From an optimization exercise on the open Yosys and OpenROAD flow, aimed at small area and a short achievable clock period; shortcuts taken in it are not production practice. Only the layout flow was run in this run; the RTL was not checked for function there. No activity file was given, so power comes from the tool's default toggle rates.

### design/flow/design.v
`timescale 1ns / 1ps
module half_adder_beh(
    input x, y,
    output reg s, c
    );
    always @(x, y)
    begin
        s = x ^ y;
        if (x & y)
        begin
            c = 1'b1;
        end 
        else
        begin
            c = 1'b0;
        end
    end
endmodule
`timescale 1ns / 1ps
module fa_structural(
    input x, y, cin,
    output s, cout
    );
    wire s1, a0, a1;
    xor X0 (s1, x, y);
    xor X1 (s , s1, cin);
    and A0 (a0, s1, cin);
    and A1 (a1, x, y);
    or O0 (cout, a0, a1);
endmodule
`timescale 1ns / 1ps
module array_multiplier_8bit(
    input [7:0] a, b,
    output [15:0] z
    );
    wire [55:0] s, c;
    half_adder_beh HA0 (.x(a[1] & b[0]), .y(a[0] & b[1]), .s(s[0]), .c(c[0]));
    half_adder_beh HA1 (.x(a[2] & b[0]), .y(a[1] & b[1]), .s(s[1]), .c(c[1]));
    half_adder_beh HA2 (.x(a[3] & b[0]), .y(a[2] & b[1]), .s(s[2]), .c(c[2]));
    half_adder_beh HA3 (.x(a[4] & b[0]), .y(a[3] & b[1]), .s(s[3]), .c(c[3]));
    half_adder_beh HA4 (.x(a[5] & b[0]), .y(a[4] & b[1]), .s(s[4]), .c(c[4]));
    half_adder_beh HA5 (.x(a[6] & b[0]), .y(a[5] & b[1]), .s(s[5]), .c(c[5]));
    half_adder_beh HA6 (.x(a[7] & b[0]), .y(a[6] & b[1]), .s(s[6]), .c(c[6]));
    half_adder_beh HA7 (.x(s[43]), .y(c[42]), .s(s[49]), .c(c[49]));
    fa_structural FA0 (.x(s[1]), .y(a[0] & b[2]), .cin(c[0]), .s(s[7]), .cout(c[7]));
    fa_structural FA1 (.x(s[2]), .y(a[1] & b[2]), .cin(c[1]), .s(s[8]), .cout(c[8]));
    fa_structural FA2 (.x(s[3]), .y(a[2] & b[2]), .cin(c[2]), .s(s[9]), .cout(c[9]));
    fa_structural FA3 (.x(s[4]), .y(a[3] & b[2]), .cin(c[3]), .s(s[10]), .cout(c[10]));
    fa_structural FA4 (.x(s[5]), .y(a[4] & b[2]), .cin(c[4]), .s(s[11]), .cout(c[11]));
    fa_structural FA5 (.x(s[6]), .y(a[5] & b[2]), .cin(c[5]), .s(s[12]), .cout(c[12]));
    fa_structural FA6 (.x(a[7] & b[1]), .y(a[6] & b[2]), .cin(c[6]), .s(s[13]), .cout(c[13]));
    fa_structural FA7 (.x(s[8]), .y(a[0] & b[3]), .cin(c[7]), .s(s[14]), .cout(c[14]));
    fa_structural FA8 (.x(s[9]), .y(a[1] & b[3]), .cin(c[8]), .s(s[15]), .cout(c[15]));
    fa_structural FA9 (.x(s[10]), .y(a[2] & b[3]), .cin(c[9]), .s(s[16]), .cout(c[16]));
    fa_structural FA10 (.x(s[11]), .y(a[3] & b[3]), .cin(c[10]), .s(s[17]), .cout(c[17]));
    fa_structural FA11 (.x(s[12]), .y(a[4] & b[3]), .cin(c[11]), .s(s[18]), .cout(c[18]));
    fa_structural FA12 (.x(s[13]), .y(a[5] & b[3]), .cin(c[12]), .s(s[19]), .cout(c[19]));
    fa_structural FA13 (.x(a[7] & b[2]), .y(a[6] & b[3]), .cin(c[13]), .s(s[20]), .cout(c[20]));
    fa_structural FA14 (.x(s[15]), .y(a[0] & b[4]), .cin(c[14]), .s(s[21]), .cout(c[21]));
    fa_structural FA15 (.x(s[16]), .y(a[1] & b[4]), .cin(c[15]), .s(s[22]), .cout(c[22]));
    fa_structural FA16 (.x(s[17]), .y(a[2] & b[4]), .cin(c[16]), .s(s[23]), .cout(c[23]));
    fa_structural FA17 (.x(s[18]), .y(a[3] & b[4]), .cin(c[17]), .s(s[24]), .cout(c[24]));
    fa_structural FA18 (.x(s[19]), .y(a[4] & b[4]), .cin(c[18]), .s(s[25]), .cout(c[25]));
    fa_structural FA19 (.x(s[20]), .y(a[5] & b[4]), .cin(c[19]), .s(s[26]), .cout(c[26]));
    fa_structural FA20 (.x(a[7] & b[3]), .y(a[6] & b[4]), .cin(c[20]), .s(s[27]), .cout(c[27]));
    fa_structural FA21 (.x(s[22]), .y(a[0] & b[5]), .cin(c[21]), .s(s[28]), .cout(c[28]));
    fa_structural FA22 (.x(s[23]), .y(a[1] & b[5]), .cin(c[22]), .s(s[29]), .cout(c[29]));
    fa_structural FA23 (.x(s[24]), .y(a[2] & b[5]), .cin(c[23]), .s(s[30]), .cout(c[30]));
    fa_structural FA24 (.x(s[25]), .y(a[3] & b[5]), .cin(c[24]), .s(s[31]), .cout(c[31]));
    fa_structural FA25 (.x(s[26]), .y(a[4] & b[5]), .cin(c[25]), .s(s[32]), .cout(c[32]));
    fa_structural FA26 (.x(s[27]), .y(a[5] & b[5]), .cin(c[26]), .s(s[33]), .cout(c[33]));
    fa_structural FA27 (.x(a[7] & b[4]), .y(a[6] & b[5]), .cin(c[27]), .s(s[34]), .cout(c[34]));
    fa_structural FA28 (.x(s[29]), .y(a[0] & b[6]), .cin(c[28]), .s(s[35]), .cout(c[35]));
    fa_structural FA29 (.x(s[30]), .y(a[1] & b[6]), .cin(c[29]), .s(s[36]), .cout(c[36]));
    fa_structural FA30 (.x(s[31]), .y(a[2] & b[6]), .cin(c[30]), .s(s[37]), .cout(c[37]));
    fa_structural FA31 (.x(s[32]), .y(a[3] & b[6]), .cin(c[31]), .s(s[38]), .cout(c[38]));
    fa_structural FA32 (.x(s[33]), .y(a[4] & b[6]), .cin(c[32]), .s(s[39]), .cout(c[39]));
    fa_structural FA33 (.x(s[34]), .y(a[5] & b[6]), .cin(c[33]), .s(s[40]), .cout(c[40]));
    fa_structural FA34 (.x(a[7] & b[5]), .y(a[6] & b[6]), .cin(c[34]), .s(s[41]), .cout(c[41]));
    fa_structural FA35 (.x(s[36]), .y(a[0] & b[7]), .cin(c[35]), .s(s[42]), .cout(c[42]));
    fa_structural FA36 (.x(s[37]), .y(a[1] & b[7]), .cin(c[36]), .s(s[43]), .cout(c[43]));
    fa_structural FA37 (.x(s[38]), .y(a[2] & b[7]), .cin(c[37]), .s(s[44]), .cout(c[44]));
    fa_structural FA38 (.x(s[39]), .y(a[3] & b[7]), .cin(c[38]), .s(s[45]), .cout(c[45]));
    fa_structural FA39 (.x(s[40]), .y(a[4] & b[7]), .cin(c[39]), .s(s[46]), .cout(c[46]));
    fa_structural FA40 (.x(s[41]), .y(a[5] & b[7]), .cin(c[40]), .s(s[47]), .cout(c[47]));
    fa_structural FA41 (.x(a[7] & b[6]), .y(a[6] & b[7]), .cin(c[41]), .s(s[48]), .cout(c[48]));
    fa_structural FA42 (.x(s[44]), .y(c[49]), .cin(c[43]), .s(s[50]), .cout(c[50]));
    fa_structural FA43 (.x(s[45]), .y(c[50]), .cin(c[44]), .s(s[51]), .cout(c[51]));
    fa_structural FA44 (.x(s[46]), .y(c[51]), .cin(c[45]), .s(s[52]), .cout(c[52]));
    fa_structural FA45 (.x(s[47]), .y(c[52]), .cin(c[46]), .s(s[53]), .cout(c[53]));
    fa_structural FA46 (.x(s[48]), .y(c[53]), .cin(c[47]), .s(s[54]), .cout(c[54]));
    fa_structural FA47 (.x(a[7] & b[7]), .y(c[54]), .cin(c[48]), .s(s[55]), .cout(c[55]));
    assign z[0] = a[0] & b[0];
    assign z[1] = s[0];
    assign z[2] = s[7];
    assign z[3] = s[14];
    assign z[4] = s[21];
    assign z[5] = s[28];
    assign z[6] = s[35];
    assign z[7] = s[42];
    assign z[8] = s[49];
    assign z[9] = s[50];
    assign z[10] = s[51];
    assign z[11] = s[52];
    assign z[12] = s[53];
    assign z[13] = s[54];
    assign z[14] = s[55];
    assign z[15] = c[55];
endmodule
`timescale 1ns / 1ps
module mult8_reg(
    input clk,
    input [7:0] a, b,
    output reg [15:0] z
    );
    reg [7:0] a_q, b_q;
    wire pp0_0;
    wire pp0_1;
    wire pp0_2;
    wire pp0_3;
    wire pp0_4;
    wire pp0_5;
    wire pp0_6;
    wire pp0_7;
    wire pp1_0;
    wire pp1_1;
    wire pp1_2;
    wire pp1_3;
    wire pp1_4;
    wire pp1_5;
    wire pp1_6;
    wire pp1_7;
    wire pp2_0;
    wire pp2_1;
    wire pp2_2;
    wire pp2_3;
    wire pp2_4;
    wire pp2_5;
    wire pp2_6;
    wire pp2_7;
    wire pp3_0;
    wire pp3_1;
    wire pp3_2;
    wire pp3_3;
    wire pp3_4;
    wire pp3_5;
    wire pp3_6;
    wire pp3_7;
    wire pp4_0;
    wire pp4_1;
    wire pp4_2;
    wire pp4_3;
    wire pp4_4;
    wire pp4_5;
    wire pp4_6;
    wire pp4_7;
    wire pp5_0;
    wire pp5_1;
    wire pp5_2;
    wire pp5_3;
    wire pp5_4;
    wire pp5_5;
    wire pp5_6;
    wire pp5_7;
    wire pp6_0;
    wire pp6_1;
    wire pp6_2;
    wire pp6_3;
    wire pp6_4;
    wire pp6_5;
    wire pp6_6;
    wire pp6_7;
    wire pp7_0;
    wire pp7_1;
    wire pp7_2;
    wire pp7_3;
    wire pp7_4;
    wire pp7_5;
    wire pp7_6;
    wire pp7_7;
    wire hs0;
    wire hc0;
    wire fs0;
    wire fc0;
    wire hs1;
    wire hc1;
    wire fs1;
    wire fc1;
    wire fs2;
    wire fc2;
    wire hs2;
    wire hc2;
    wire fs3;
    wire fc3;
    wire fs4;
    wire fc4;
    wire fs5;
    wire fc5;
    wire hs3;
    wire hc3;
    wire fs6;
    wire fc6;
    wire fs7;
    wire fc7;
    wire fs8;
    wire fc8;
    wire fs9;
    wire fc9;
    wire hs4;
    wire hc4;
    wire fs10;
    wire fc10;
    wire fs11;
    wire fc11;
    wire fs12;
    wire fc12;
    wire fs13;
    wire fc13;
    wire fs14;
    wire fc14;
    wire hs5;
    wire hc5;
    wire fs15;
    wire fc15;
    wire fs16;
    wire fc16;
    wire fs17;
    wire fc17;
    wire fs18;
    wire fc18;
    wire fs19;
    wire fc19;
    wire hs6;
    wire hc6;
    wire fs20;
    wire fc20;
    wire fs21;
    wire fc21;
    wire fs22;
    wire fc22;
    wire fs23;
    wire fc23;
    wire fs24;
    wire fc24;
    wire fs25;
    wire fc25;
    wire fs26;
    wire fc26;
    wire fs27;
    wire fc27;
    wire fs28;
    wire fc28;
    wire fs29;
    wire fc29;
    wire fs30;
    wire fc30;
    wire fs31;
    wire fc31;
    wire fs32;
    wire fc32;
    wire fs33;
    wire fc33;
    wire fs34;
    wire fc34;
    wire f_g1;
    wire f_p1;
    wire f_g2;
    wire f_p2;
    wire f_g3;
    wire f_p3;
    wire f_g4;
    wire f_p4;
    wire f_g5;
    wire f_p5;
    wire f_g6;
    wire f_p6;
    wire f_g7;
    wire f_p7;
    wire f_g8;
    wire f_p8;
    wire f_g9;
    wire f_p9;
    wire f_g10;
    wire f_p10;
    wire f_g11;
    wire f_p11;
    wire f_g12;
    wire f_p12;
    wire f_g13;
    wire f_p13;
    wire f_g14;
    wire f_p14;
    wire f_G1_1;
    wire f_P1_1;
    wire f_G1_2;
    wire f_P1_2;
    wire f_G1_3;
    wire f_P1_3;
    wire f_G1_4;
    wire f_P1_4;
    wire f_G1_5;
    wire f_P1_5;
    wire f_G1_6;
    wire f_P1_6;
    wire f_G1_7;
    wire f_P1_7;
    wire f_G1_8;
    wire f_P1_8;
    wire f_G1_9;
    wire f_P1_9;
    wire f_G1_10;
    wire f_P1_10;
    wire f_G1_11;
    wire f_P1_11;
    wire f_G1_12;
    wire f_P1_12;
    wire f_G1_13;
    wire f_P1_13;
    wire f_G1_14;
    wire f_P1_14;
    wire f_G1_15;
    wire f_P1_15;
    wire f_G2_2;
    wire f_P2_2;
    wire f_G2_3;
    wire f_P2_3;
    wire f_G2_4;
    wire f_P2_4;
    wire f_G2_5;
    wire f_P2_5;
    wire f_G2_6;
    wire f_P2_6;
    wire f_G2_7;
    wire f_P2_7;
    wire f_G2_8;
    wire f_P2_8;
    wire f_G2_9;
    wire f_P2_9;
    wire f_G2_10;
    wire f_P2_10;
    wire f_G2_11;
    wire f_P2_11;
    wire f_G2_12;
    wire f_P2_12;
    wire f_G2_13;
    wire f_P2_13;
    wire f_G2_14;
    wire f_P2_14;
    wire f_G2_15;
    wire f_P2_15;
    wire f_G4_4;
    wire f_P4_4;
    wire f_G4_5;
    wire f_P4_5;
    wire f_G4_6;
    wire f_P4_6;
    wire f_G4_7;
    wire f_P4_7;
    wire f_G4_8;
    wire f_P4_8;
    wire f_G4_9;
    wire f_P4_9;
    wire f_G4_10;
    wire f_P4_10;
    wire f_G4_11;
    wire f_P4_11;
    wire f_G4_12;
    wire f_P4_12;
    wire f_G4_13;
    wire f_P4_13;
    wire f_G4_14;
    wire f_P4_14;
    wire f_G4_15;
    wire f_P4_15;
    wire f_G8_8;
    wire f_P8_8;
    wire f_G8_9;
    wire f_P8_9;
    wire f_G8_10;
    wire f_P8_10;
    wire f_G8_11;
    wire f_P8_11;
    wire f_G8_12;
    wire f_P8_12;
    wire f_G8_13;
    wire f_P8_13;
    wire f_G8_14;
    wire f_P8_14;
    wire f_G8_15;
    wire f_P8_15;
    wire f_t1;
    wire f_s1;
    wire f_t2;
    wire f_s2;
    wire f_t3;
    wire f_s3;
    wire f_t4;
    wire f_s4;
    wire f_t5;
    wire f_s5;
    wire f_t6;
    wire f_s6;
    wire f_t7;
    wire f_s7;
    wire f_t8;
    wire f_s8;
    wire f_t9;
    wire f_s9;
    wire f_t10;
    wire f_s10;
    wire f_t11;
    wire f_s11;
    wire f_t12;
    wire f_s12;
    wire f_t13;
    wire f_s13;
    wire f_t14;
    wire f_s14;
    assign pp0_0 = a_q[0] & b_q[0];
    assign pp0_1 = a_q[0] & b_q[1];
    assign pp0_2 = a_q[0] & b_q[2];
    assign pp0_3 = a_q[0] & b_q[3];
    assign pp0_4 = a_q[0] & b_q[4];
    assign pp0_5 = a_q[0] & b_q[5];
    assign pp0_6 = a_q[0] & b_q[6];
    assign pp0_7 = a_q[0] & b_q[7];
    assign pp1_0 = a_q[1] & b_q[0];
    assign pp1_1 = a_q[1] & b_q[1];
    assign pp1_2 = a_q[1] & b_q[2];
    assign pp1_3 = a_q[1] & b_q[3];
    assign pp1_4 = a_q[1] & b_q[4];
    assign pp1_5 = a_q[1] & b_q[5];
    assign pp1_6 = a_q[1] & b_q[6];
    assign pp1_7 = a_q[1] & b_q[7];
    assign pp2_0 = a_q[2] & b_q[0];
    assign pp2_1 = a_q[2] & b_q[1];
    assign pp2_2 = a_q[2] & b_q[2];
    assign pp2_3 = a_q[2] & b_q[3];
    assign pp2_4 = a_q[2] & b_q[4];
    assign pp2_5 = a_q[2] & b_q[5];
    assign pp2_6 = a_q[2] & b_q[6];
    assign pp2_7 = a_q[2] & b_q[7];
    assign pp3_0 = a_q[3] & b_q[0];
    assign pp3_1 = a_q[3] & b_q[1];
    assign pp3_2 = a_q[3] & b_q[2];
    assign pp3_3 = a_q[3] & b_q[3];
    assign pp3_4 = a_q[3] & b_q[4];
    assign pp3_5 = a_q[3] & b_q[5];
    assign pp3_6 = a_q[3] & b_q[6];
    assign pp3_7 = a_q[3] & b_q[7];
    assign pp4_0 = a_q[4] & b_q[0];
    assign pp4_1 = a_q[4] & b_q[1];
    assign pp4_2 = a_q[4] & b_q[2];
    assign pp4_3 = a_q[4] & b_q[3];
    assign pp4_4 = a_q[4] & b_q[4];
    assign pp4_5 = a_q[4] & b_q[5];
    assign pp4_6 = a_q[4] & b_q[6];
    assign pp4_7 = a_q[4] & b_q[7];
    assign pp5_0 = a_q[5] & b_q[0];
    assign pp5_1 = a_q[5] & b_q[1];
    assign pp5_2 = a_q[5] & b_q[2];
    assign pp5_3 = a_q[5] & b_q[3];
    assign pp5_4 = a_q[5] & b_q[4];
    assign pp5_5 = a_q[5] & b_q[5];
    assign pp5_6 = a_q[5] & b_q[6];
    assign pp5_7 = a_q[5] & b_q[7];
    assign pp6_0 = a_q[6] & b_q[0];
    assign pp6_1 = a_q[6] & b_q[1];
    assign pp6_2 = a_q[6] & b_q[2];
    assign pp6_3 = a_q[6] & b_q[3];
    assign pp6_4 = a_q[6] & b_q[4];
    assign pp6_5 = a_q[6] & b_q[5];
    assign pp6_6 = a_q[6] & b_q[6];
    assign pp6_7 = a_q[6] & b_q[7];
    assign pp7_0 = a_q[7] & b_q[0];
    assign pp7_1 = a_q[7] & b_q[1];
    assign pp7_2 = a_q[7] & b_q[2];
    assign pp7_3 = a_q[7] & b_q[3];
    assign pp7_4 = a_q[7] & b_q[4];
    assign pp7_5 = a_q[7] & b_q[5];
    assign pp7_6 = a_q[7] & b_q[6];
    assign pp7_7 = a_q[7] & b_q[7];
    assign hs0 = pp0_2 ^ pp1_1;
    assign hc0 = pp0_2 & pp1_1;
    assign fs0 = pp0_3 ^ pp1_2 ^ pp2_1;
    assign fc0 = (pp0_3 & pp1_2) | (pp2_1 & (pp0_3 ^ pp1_2));
    assign hs1 = pp3_0 ^ hc0;
    assign hc1 = pp3_0 & hc0;
    assign fs1 = pp0_4 ^ pp1_3 ^ pp2_2;
    assign fc1 = (pp0_4 & pp1_3) | (pp2_2 & (pp0_4 ^ pp1_3));
    assign fs2 = pp3_1 ^ pp4_0 ^ fc0;
    assign fc2 = (pp3_1 & pp4_0) | (fc0 & (pp3_1 ^ pp4_0));
    assign hs2 = hc1 ^ fs1;
    assign hc2 = hc1 & fs1;
    assign fs3 = pp0_5 ^ pp1_4 ^ pp2_3;
    assign fc3 = (pp0_5 & pp1_4) | (pp2_3 & (pp0_5 ^ pp1_4));
    assign fs4 = pp3_2 ^ pp4_1 ^ pp5_0;
    assign fc4 = (pp3_2 & pp4_1) | (pp5_0 & (pp3_2 ^ pp4_1));
    assign fs5 = fc1 ^ fs3 ^ fs4;
    assign fc5 = (fc1 & fs3) | (fs4 & (fc1 ^ fs3));
    assign hs3 = hc2 ^ fc2;
    assign hc3 = hc2 & fc2;
    assign fs6 = pp0_6 ^ pp1_5 ^ pp2_4;
    assign fc6 = (pp0_6 & pp1_5) | (pp2_4 & (pp0_6 ^ pp1_5));
    assign fs7 = pp3_3 ^ pp4_2 ^ pp5_1;
    assign fc7 = (pp3_3 & pp4_2) | (pp5_1 & (pp3_3 ^ pp4_2));
    assign fs8 = pp6_0 ^ fc3 ^ fc4;
    assign fc8 = (pp6_0 & fc3) | (fc4 & (pp6_0 ^ fc3));
    assign fs9 = fs6 ^ fs7 ^ fc5;
    assign fc9 = (fs6 & fs7) | (fc5 & (fs6 ^ fs7));
    assign hs4 = fs8 ^ hc3;
    assign hc4 = fs8 & hc3;
    assign fs10 = pp0_7 ^ pp1_6 ^ pp2_5;
    assign fc10 = (pp0_7 & pp1_6) | (pp2_5 & (pp0_7 ^ pp1_6));
    assign fs11 = pp3_4 ^ pp4_3 ^ pp5_2;
    assign fc11 = (pp3_4 & pp4_3) | (pp5_2 & (pp3_4 ^ pp4_3));
    assign fs12 = pp6_1 ^ pp7_0 ^ fc6;
    assign fc12 = (pp6_1 & pp7_0) | (fc6 & (pp6_1 ^ pp7_0));
    assign fs13 = fc7 ^ fs10 ^ fs11;
    assign fc13 = (fc7 & fs10) | (fs11 & (fc7 ^ fs10));
    assign fs14 = fc8 ^ fs12 ^ fs13;
    assign fc14 = (fc8 & fs12) | (fs13 & (fc8 ^ fs12));
    assign hs5 = hc4 ^ fc9;
    assign hc5 = hc4 & fc9;
    assign fs15 = pp1_7 ^ pp2_6 ^ pp3_5;
    assign fc15 = (pp1_7 & pp2_6) | (pp3_5 & (pp1_7 ^ pp2_6));
    assign fs16 = pp4_4 ^ pp5_3 ^ pp6_2;
    assign fc16 = (pp4_4 & pp5_3) | (pp6_2 & (pp4_4 ^ pp5_3));
    assign fs17 = pp7_1 ^ fc10 ^ fc11;
    assign fc17 = (pp7_1 & fc10) | (fc11 & (pp7_1 ^ fc10));
    assign fs18 = fs15 ^ fs16 ^ fc12;
    assign fc18 = (fs15 & fs16) | (fc12 & (fs15 ^ fs16));
    assign fs19 = fc13 ^ fs17 ^ fs18;
    assign fc19 = (fc13 & fs17) | (fs18 & (fc13 ^ fs17));
    assign hs6 = fc14 ^ hc5;
    assign hc6 = fc14 & hc5;
    assign fs20 = pp2_7 ^ pp3_6 ^ pp4_5;
    assign fc20 = (pp2_7 & pp3_6) | (pp4_5 & (pp2_7 ^ pp3_6));
    assign fs21 = pp5_4 ^ pp6_3 ^ pp7_2;
    assign fc21 = (pp5_4 & pp6_3) | (pp7_2 & (pp5_4 ^ pp6_3));
    assign fs22 = fc15 ^ fc16 ^ fs20;
    assign fc22 = (fc15 & fc16) | (fs20 & (fc15 ^ fc16));
    assign fs23 = fs21 ^ fc17 ^ fs22;
    assign fc23 = (fs21 & fc17) | (fs22 & (fs21 ^ fc17));
    assign fs24 = fc18 ^ fs23 ^ fc19;
    assign fc24 = (fc18 & fs23) | (fc19 & (fc18 ^ fs23));
    assign fs25 = pp3_7 ^ pp4_6 ^ pp5_5;
    assign fc25 = (pp3_7 & pp4_6) | (pp5_5 & (pp3_7 ^ pp4_6));
    assign fs26 = pp6_4 ^ pp7_3 ^ fc20;
    assign fc26 = (pp6_4 & pp7_3) | (fc20 & (pp6_4 ^ pp7_3));
    assign fs27 = fc21 ^ fs25 ^ fc22;
    assign fc27 = (fc21 & fs25) | (fc22 & (fc21 ^ fs25));
    assign fs28 = fs26 ^ fs27 ^ fc23;
    assign fc28 = (fs26 & fs27) | (fc23 & (fs26 ^ fs27));
    assign fs29 = pp4_7 ^ pp5_6 ^ pp6_5;
    assign fc29 = (pp4_7 & pp5_6) | (pp6_5 & (pp4_7 ^ pp5_6));
    assign fs30 = pp7_4 ^ fc25 ^ fs29;
    assign fc30 = (pp7_4 & fc25) | (fs29 & (pp7_4 ^ fc25));
    assign fs31 = fc26 ^ fs30 ^ fc27;
    assign fc31 = (fc26 & fs30) | (fc27 & (fc26 ^ fs30));
    assign fs32 = pp5_7 ^ pp6_6 ^ pp7_5;
    assign fc32 = (pp5_7 & pp6_6) | (pp7_5 & (pp5_7 ^ pp6_6));
    assign fs33 = fc29 ^ fs32 ^ fc30;
    assign fc33 = (fc29 & fs32) | (fc30 & (fc29 ^ fs32));
    assign fs34 = pp6_7 ^ pp7_6 ^ fc32;
    assign fc34 = (pp6_7 & pp7_6) | (fc32 & (pp6_7 ^ pp7_6));
    assign f_g1 = pp0_1 & pp1_0;
    assign f_p1 = pp0_1 | pp1_0;
    assign f_g2 = pp2_0 & hs0;
    assign f_p2 = pp2_0 | hs0;
    assign f_g3 = fs0 & hs1;
    assign f_p3 = fs0 | hs1;
    assign f_g4 = hs2 & fs2;
    assign f_p4 = hs2 | fs2;
    assign f_g5 = fs5 & hs3;
    assign f_p5 = fs5 | hs3;
    assign f_g6 = hs4 & fs9;
    assign f_p6 = hs4 | fs9;
    assign f_g7 = fs14 & hs5;
    assign f_p7 = fs14 | hs5;
    assign f_g8 = fs19 & hs6;
    assign f_p8 = fs19 | hs6;
    assign f_g9 = hc6 & fs24;
    assign f_p9 = hc6 | fs24;
    assign f_g10 = fs28 & fc24;
    assign f_p10 = fs28 | fc24;
    assign f_g11 = fs31 & fc28;
    assign f_p11 = fs31 | fc28;
    assign f_g12 = fs33 & fc31;
    assign f_p12 = fs33 | fc31;
    assign f_g13 = fs34 & fc33;
    assign f_p13 = fs34 | fc33;
    assign f_g14 = pp7_7 & fc34;
    assign f_p14 = pp7_7 | fc34;
    assign f_G1_1 = f_g1 | (f_p1 & 1'b0);
    assign f_P1_1 = f_p1 & pp0_0;
    assign f_G1_2 = f_g2 | (f_p2 & f_g1);
    assign f_P1_2 = f_p2 & f_p1;
    assign f_G1_3 = f_g3 | (f_p3 & f_g2);
    assign f_P1_3 = f_p3 & f_p2;
    assign f_G1_4 = f_g4 | (f_p4 & f_g3);
    assign f_P1_4 = f_p4 & f_p3;
    assign f_G1_5 = f_g5 | (f_p5 & f_g4);
    assign f_P1_5 = f_p5 & f_p4;
    assign f_G1_6 = f_g6 | (f_p6 & f_g5);
    assign f_P1_6 = f_p6 & f_p5;
    assign f_G1_7 = f_g7 | (f_p7 & f_g6);
    assign f_P1_7 = f_p7 & f_p6;
    assign f_G1_8 = f_g8 | (f_p8 & f_g7);
    assign f_P1_8 = f_p8 & f_p7;
    assign f_G1_9 = f_g9 | (f_p9 & f_g8);
    assign f_P1_9 = f_p9 & f_p8;
    assign f_G1_10 = f_g10 | (f_p10 & f_g9);
    assign f_P1_10 = f_p10 & f_p9;
    assign f_G1_11 = f_g11 | (f_p11 & f_g10);
    assign f_P1_11 = f_p11 & f_p10;
    assign f_G1_12 = f_g12 | (f_p12 & f_g11);
    assign f_P1_12 = f_p12 & f_p11;
    assign f_G1_13 = f_g13 | (f_p13 & f_g12);
    assign f_P1_13 = f_p13 & f_p12;
    assign f_G1_14 = f_g14 | (f_p14 & f_g13);
    assign f_P1_14 = f_p14 & f_p13;
    assign f_G1_15 = 1'b0 | (1'b0 & f_g14);
    assign f_P1_15 = 1'b0 & f_p14;
    assign f_G2_2 = f_G1_2 | (f_P1_2 & 1'b0);
    assign f_P2_2 = f_P1_2 & pp0_0;
    assign f_G2_3 = f_G1_3 | (f_P1_3 & f_G1_1);
    assign f_P2_3 = f_P1_3 & f_P1_1;
    assign f_G2_4 = f_G1_4 | (f_P1_4 & f_G1_2);
    assign f_P2_4 = f_P1_4 & f_P1_2;
    assign f_G2_5 = f_G1_5 | (f_P1_5 & f_G1_3);
    assign f_P2_5 = f_P1_5 & f_P1_3;
    assign f_G2_6 = f_G1_6 | (f_P1_6 & f_G1_4);
    assign f_P2_6 = f_P1_6 & f_P1_4;
    assign f_G2_7 = f_G1_7 | (f_P1_7 & f_G1_5);
    assign f_P2_7 = f_P1_7 & f_P1_5;
    assign f_G2_8 = f_G1_8 | (f_P1_8 & f_G1_6);
    assign f_P2_8 = f_P1_8 & f_P1_6;
    assign f_G2_9 = f_G1_9 | (f_P1_9 & f_G1_7);
    assign f_P2_9 = f_P1_9 & f_P1_7;
    assign f_G2_10 = f_G1_10 | (f_P1_10 & f_G1_8);
    assign f_P2_10 = f_P1_10 & f_P1_8;
    assign f_G2_11 = f_G1_11 | (f_P1_11 & f_G1_9);
    assign f_P2_11 = f_P1_11 & f_P1_9;
    assign f_G2_12 = f_G1_12 | (f_P1_12 & f_G1_10);
    assign f_P2_12 = f_P1_12 & f_P1_10;
    assign f_G2_13 = f_G1_13 | (f_P1_13 & f_G1_11);
    assign f_P2_13 = f_P1_13 & f_P1_11;
    assign f_G2_14 = f_G1_14 | (f_P1_14 & f_G1_12);
    assign f_P2_14 = f_P1_14 & f_P1_12;
    assign f_G2_15 = f_G1_15 | (f_P1_15 & f_G1_13);
    assign f_P2_15 = f_P1_15 & f_P1_13;
    assign f_G4_4 = f_G2_4 | (f_P2_4 & 1'b0);
    assign f_P4_4 = f_P2_4 & pp0_0;
    assign f_G4_5 = f_G2_5 | (f_P2_5 & f_G1_1);
    assign f_P4_5 = f_P2_5 & f_P1_1;
    assign f_G4_6 = f_G2_6 | (f_P2_6 & f_G2_2);
    assign f_P4_6 = f_P2_6 & f_P2_2;
    assign f_G4_7 = f_G2_7 | (f_P2_7 & f_G2_3);
    assign f_P4_7 = f_P2_7 & f_P2_3;
    assign f_G4_8 = f_G2_8 | (f_P2_8 & f_G2_4);
    assign f_P4_8 = f_P2_8 & f_P2_4;
    assign f_G4_9 = f_G2_9 | (f_P2_9 & f_G2_5);
    assign f_P4_9 = f_P2_9 & f_P2_5;
    assign f_G4_10 = f_G2_10 | (f_P2_10 & f_G2_6);
    assign f_P4_10 = f_P2_10 & f_P2_6;
    assign f_G4_11 = f_G2_11 | (f_P2_11 & f_G2_7);
    assign f_P4_11 = f_P2_11 & f_P2_7;
    assign f_G4_12 = f_G2_12 | (f_P2_12 & f_G2_8);
    assign f_P4_12 = f_P2_12 & f_P2_8;
    assign f_G4_13 = f_G2_13 | (f_P2_13 & f_G2_9);
    assign f_P4_13 = f_P2_13 & f_P2_9;
    assign f_G4_14 = f_G2_14 | (f_P2_14 & f_G2_10);
    assign f_P4_14 = f_P2_14 & f_P2_10;
    assign f_G4_15 = f_G2_15 | (f_P2_15 & f_G2_11);
    assign f_P4_15 = f_P2_15 & f_P2_11;
    assign f_G8_8 = f_G4_8 | (f_P4_8 & 1'b0);
    assign f_P8_8 = f_P4_8 & pp0_0;
    assign f_G8_9 = f_G4_9 | (f_P4_9 & f_G1_1);
    assign f_P8_9 = f_P4_9 & f_P1_1;
    assign f_G8_10 = f_G4_10 | (f_P4_10 & f_G2_2);
    assign f_P8_10 = f_P4_10 & f_P2_2;
    assign f_G8_11 = f_G4_11 | (f_P4_11 & f_G2_3);
    assign f_P8_11 = f_P4_11 & f_P2_3;
    assign f_G8_12 = f_G4_12 | (f_P4_12 & f_G4_4);
    assign f_P8_12 = f_P4_12 & f_P4_4;
    assign f_G8_13 = f_G4_13 | (f_P4_13 & f_G4_5);
    assign f_P8_13 = f_P4_13 & f_P4_5;
    assign f_G8_14 = f_G4_14 | (f_P4_14 & f_G4_6);
    assign f_P8_14 = f_P4_14 & f_P4_6;
    assign f_G8_15 = f_G4_15 | (f_P4_15 & f_G4_7);
    assign f_P8_15 = f_P4_15 & f_P4_7;
    assign f_t1 = pp1_0 ^ 1'b0;
    assign f_s1 = pp0_1 ^ f_t1;
    assign f_t2 = hs0 ^ f_G1_1;
    assign f_s2 = pp2_0 ^ f_t2;
    assign f_t3 = hs1 ^ f_G2_2;
    assign f_s3 = fs0 ^ f_t3;
    assign f_t4 = fs2 ^ f_G2_3;
    assign f_s4 = hs2 ^ f_t4;
    assign f_t5 = hs3 ^ f_G4_4;
    assign f_s5 = fs5 ^ f_t5;
    assign f_t6 = fs9 ^ f_G4_5;
    assign f_s6 = hs4 ^ f_t6;
    assign f_t7 = hs5 ^ f_G4_6;
    assign f_s7 = fs14 ^ f_t7;
    assign f_t8 = hs6 ^ f_G4_7;
    assign f_s8 = fs19 ^ f_t8;
    assign f_t9 = fs24 ^ f_G8_8;
    assign f_s9 = hc6 ^ f_t9;
    assign f_t10 = fc24 ^ f_G8_9;
    assign f_s10 = fs28 ^ f_t10;
    assign f_t11 = fc28 ^ f_G8_10;
    assign f_s11 = fs31 ^ f_t11;
    assign f_t12 = fc31 ^ f_G8_11;
    assign f_s12 = fs33 ^ f_t12;
    assign f_t13 = fc33 ^ f_G8_12;
    assign f_s13 = fs34 ^ f_t13;
    assign f_t14 = fc34 ^ f_G8_13;
    assign f_s14 = pp7_7 ^ f_t14;
    always @(posedge clk) begin
        a_q <= a;
        b_q <= b;
        z <= {f_G8_14, f_s14, f_s13, f_s12, f_s11, f_s10, f_s9, f_s8, f_s7, f_s6, f_s5, f_s4, f_s3, f_s2, f_s1, pp0_0};
    end
endmodule
### design/flow/constraint.sdc
create_clock -name core_clock -period 7.0 [get_ports {clk}]
set_input_delay 1.4000 -clock core_clock [delete_from_list [all_inputs] [get_ports {clk}]]
set_output_delay 1.4000 -clock core_clock [all_outputs]
set_load 0.01 [all_outputs]
### design/flow/config.mk
export PLATFORM = sky130hd
export DESIGN_NAME = mult8_reg
export DESIGN_NICKNAME = mult8_reg
export VERILOG_FILES = /design/flow/design.v
export SDC_FILE = /design/flow/constraint.sdc
export NUM_CORES = 4
export LEC_CHECK = 0
export CAP_MARGIN = 20
export CORE_MARGIN = 2
export CORE_UTILIZATION = 40
export SLEW_MARGIN = 20
### design/flow/run.sh
#!/bin/bash
# synth_recipe.tcl (not shown) runs the flow's synth.tcl, then flattens the netlist and writes it again
# the make line also repeats each setting of config.mk as NAME=value (left out here)
make -C /OpenROAD-flow-scripts/flow DESIGN_CONFIG=/design/flow/config.mk WORK_HOME=/design/flow/orfs CLKGATE_MAP_FILE= SYNTH_SCRIPT=/design/flow/synth_recipe.tcl finish
==> flow_summary.ini <==
[layout]
fin_nets = 367
area_growth_syn_to_layout_pct = 19.41
final.fill_count = 627
multi_input_area_um2 = 1824
layout-drive-gt1-share_pct = 5.537
layout.area.seq_um2 = 640.6
insertedDiodeCount = 0
commonest_cells_after_routing_fill_and_taps_aside = sky130_fd_sc_hd__nand2_1, sky130_fd_sc_hd__fa_1, sky130_fd_sc_hd__and2_1, sky130_fd_sc_hd__dfxtp_1, sky130_fd_sc_hd__clkdlybuf4s50_1
mostFrequentLayoutCell = sky130_fd_sc_hd__nand2_1

[place]
globalplace.congestion = 0.8578
place_hpwl_um = 3869
buffer_ports.inserted = 32

[timing]
final.period_utilization_pct = 56.45
hold_violations = 0
fin_worst_hold_slack_ps = 580.2
setup_viol_count_final = 0
rsz_0062_raised_after_global_routing = no
slew_of_the_pin_with_the_lowest_slew_margin_ps = 398.0
report.final.slew_viol_count = 0
totalNegativeSetupSlack_ps = 0
skew_ps = 5.771
maxSlewHeadroom_pct = 73.41
max_freq_mhz = 253.1
final_period_minus_worst_setup_slack_ps = 3951

[synth]
syn-mean-instance-area_um2 = 9.610
postSynthCellCount = 269
synth.distinct_cells = 34
post-synth-top-area-fraction_pct = 27.88
synth_seq_area_share_pct = 24.78
ys_top_cells_by_area = sky130_fd_sc_hd__fa_1, sky130_fd_sc_hd__dfxtp_1, sky130_fd_sc_hd__and2_1
synthesis.nets = 330
synthesis.area_um2 = 2585
synth.ff_latch_count = 32
synth.yosys.warnings = 1
yosys_top_cell_by_area = sky130_fd_sc_hd__fa_1

[setup_path]
reg_to_reg_setup_timing_slack_ps = 3050
worstPathRequired_ps = 7180
crit_path_end = z[14]
worst_path_largest_cell_delay_ps = 530
worst_path_top_cell_family_by_delay = adder cells
worstPathArrival_ps = 4130
worst_reg2reg_endpoint = z[14]
timing.critical_path.cells = and2_1 > fa_1 > fa_1 > fa_1 > fa_1 > nor2b_1 > maj3_1 > maj3_1 > o21ai_1 > o211ai_1 > xnor2_1
cp_slowest_cell = sky130_fd_sc_hd__fa_1
rr_worst_depth = 11
setup.worst_path.start = a_q[4]
timing.critical_path.mode_cell = sky130_fd_sc_hd__fa_1
worst-setup-path-type = reg -> reg
endpoint_kind = register
critical_path_buf_inv_count = 0
crit_path_start_kind = register
crit-reg2reg-launch = a_q[4]
worst-path-stages = 11
worst-path-max-fanout = 8

[global_route]
grt_pass1_wl_um = 8659
met2_usage_pct = 24.17
met1_usage_grt_pct = 20.50
met3_usage_pct = 2.950
gr-usage-all-layers_pct = 14.88
gr-total-overflow = 0
grt_antenna_before_repair = 0
first_global_vias = 1883
layer_with_the_highest_usage = met2
grt_max_degree = 13

[run_status]
outcome = timing/DRC/antenna clean

[clock_network]
clkTransAtPathRegs_ps = 80
clock_tree_from_tritoncts = done
cts-hold-fix-buffers = 0
cts-root-to-sink-buffers = 2
clock_tree.htree_level_count = 2
cts_post_setup_buffers_inserted = 0
numCtsBuffers = 5
clockRootBuffer = sky130_fd_sc_hd__clkbuf_8
cts_repair_resize_count = 0
clock_insertion_delay_worst_skew_ps = 290
tritoncts_num_sinks = 32

[floorplanning]
initial_utilization_pct = 40.94
fp-row-count = 29
placeableCoreArea_um2 = 6314
top_level_ports = 33
dieWidth_um = 84.39
die_area_um2 = 7122
die_h_um = 84.39

[pwr]
static-leakage-power_nw = 1.339
powerDensity_nw_per_um2 = 296.3
max-vdd-ir-drop_mv = 0.1839

[detailed_routing]
drt-wirelength-per-cell_um = 12.72
drt_iter0_markers = 58
drt_first_pass_iters = 4
vias_per_instance = 4.815
totalWireLength_um = 4883
route.antenna.remaining_nets = 0
route.detailed.drc = 0
num_vias = 1849

[job]
cap_viol_max_count = 0

[hold_path]
hold_class = reg -> reg
-- state kept, by name, indices dropped and copies added (netlist names) --
register,count
a_q,8
b_q,8
z,16
-- per-layer routing --
metal | up-vias | part of all wire (%)
li1 | 929 | -
met1 | 872 | 50
met2 | 43 | 45
met3 | 5 | 3.2
met4 | 0 | 1.2
met5 | - | 0
-- worst reg2reg max path: stages, from the launching register on --
cell and delay, ps:
sky130_fd_sc_hd__dfxtp_1 510, sky130_fd_sc_hd__and2_1 200, sky130_fd_sc_hd__fa_1 430, sky130_fd_sc_hd__fa_1 400, sky130_fd_sc_hd__fa_1 480, sky130_fd_sc_hd__fa_1 530
sky130_fd_sc_hd__nor2b_1 180, sky130_fd_sc_hd__maj3_1 380, sky130_fd_sc_hd__maj3_1 360, sky130_fd_sc_hd__o21ai_1 120, sky130_fd_sc_hd__o211ai_1 120, sky130_fd_sc_hd__xnor2_1 140
-- synthesized netlist by cell type --
library cell / n
sky130_fd_sc_hd__o211ai_2: 1
sky130_fd_sc_hd__o211ai_1: 3
sky130_fd_sc_hd__o2111ai_1: 2
sky130_fd_sc_hd__a21oi_1: 5
sky130_fd_sc_hd__o21ai_0: 3
sky130_fd_sc_hd__nor2b_1: 5
sky130_fd_sc_hd__and2_1: 35
sky130_fd_sc_hd__nand2_1: 40
sky130_fd_sc_hd__dfxtp_1: 32
sky130_fd_sc_hd__or3_1: 1
sky130_fd_sc_hd__a211oi_2: 1
sky130_fd_sc_hd__ha_1: 8
sky130_fd_sc_hd__o311ai_1: 1
sky130_fd_sc_hd__o21ai_1: 3
sky130_fd_sc_hd__inv_1: 30
sky130_fd_sc_hd__o211a_1: 1
sky130_fd_sc_hd__o22a_2: 1
sky130_fd_sc_hd__xor2_1: 5
sky130_fd_sc_hd__nor2_1: 12
sky130_fd_sc_hd__o31ai_2: 1
sky130_fd_sc_hd__xnor2_1: 16
sky130_fd_sc_hd__a22oi_1: 1
sky130_fd_sc_hd__clkbuf_1: 2
sky130_fd_sc_hd__maj3_1: 8
sky130_fd_sc_hd__maj3_2: 3
sky130_fd_sc_hd__a31oi_1: 3
sky130_fd_sc_hd__fa_1: 36
sky130_fd_sc_hd__o31ai_1: 1
sky130_fd_sc_hd__nand3_1: 1
sky130_fd_sc_hd__nand4_1: 1
sky130_fd_sc_hd__o32ai_1: 1
sky130_fd_sc_hd__nand2b_1: 3
sky130_fd_sc_hd__or4_1: 1
sky130_fd_sc_hd__or2_2: 2
-- worst min-delay path by stage --
stage | start | to | slack, ps | cells past startpoint
3_5_place_dp | a_q[0] | z[0] | 560 | 1
5_1_grt | a_q[0] | z[0] | 600 | 1
2_1_floorplan | a_q[0] | z[0] | 510 | 1
3_3_place_gp | a_q[0] | z[0] | 550 | 1
4_1_cts | a_q[0] | z[0] | 580 | 1
6_report | a_q[0] | z[0] | 580 | 1
-- metrics by stage --
stage	cell area [µm²]	setup slack, ps	cells	total power, mW	utilization (%)
6_report	3087	3049	384	0.9146	48.89
5_1_grt	3087	2787	384	1.000	48.89
4_1_cts	3087	3019	384	0.9265	48.89
3_5_place_dp	2994	3031	376	0.7707	47.42
3_3_place_gp	2994	3068	376	0.7690	47.42
2_1_floorplan	2585	3317	269	0.6217	-
-- cell type report --
type,instances,area share [%]
timing repair buffer,32,10.38
sequential,32,20.75
clock buffer,5,2.229
multi-input combinational,205,59.10
tap,77,3.121
clock inverter,3,0.7702
inverter,30,3.648
-- power by group --
group	switching (mW)	total [mW]	internal, mW
clock	0.0779	0.148	0.0704
sequential	0.0185	0.247	0.228
combinational	0.263	0.519	0.256
-- kinds of logic (layout without fill, tap and decap cells) --
kind of cell,count (synthesis),after routing,synth area share (%)
AOI/OAI and AO/OA,28,28,7.889
xor gates and xnor gates,21,21,7.115
adders and majority gates,55,55,36.16
buffers and inverters,32,70,4.647
DFF,32,32,24.78
and+or+nand+nor,101,101,19.41

## what the ideal ports hide
How much do the figures lean on ideal ports? The routed layout below was timed once more, with nothing changed but the port constraints. Step 1: set_driving_cell puts a clkbuf_16 on clk and a buf_2 on each other input, an assumption about the parent block. Step 2 adds t to the input delays and takes it off the output delays; t is the mean of the earliest and latest rising clock arrival at the registers after step 1. Input paths then give back, and output paths get back, about the clock's delay inside the block. Slacks: no drivers / after step 1 / after step 2; pairs: no drivers / after step 1.
shift t [ns]: 0.315
setup slack, ns: 3.049 / 3.049 / 3.049
worst hold slack (ns): 0.580 / 0.580 / 0.580
pins driven straight from the clock port: 1
After both steps setup and hold are still met in this run. For this run, drivers alone change the setup slack by 0.000 ns; drivers and shift together by 0.000 ns.
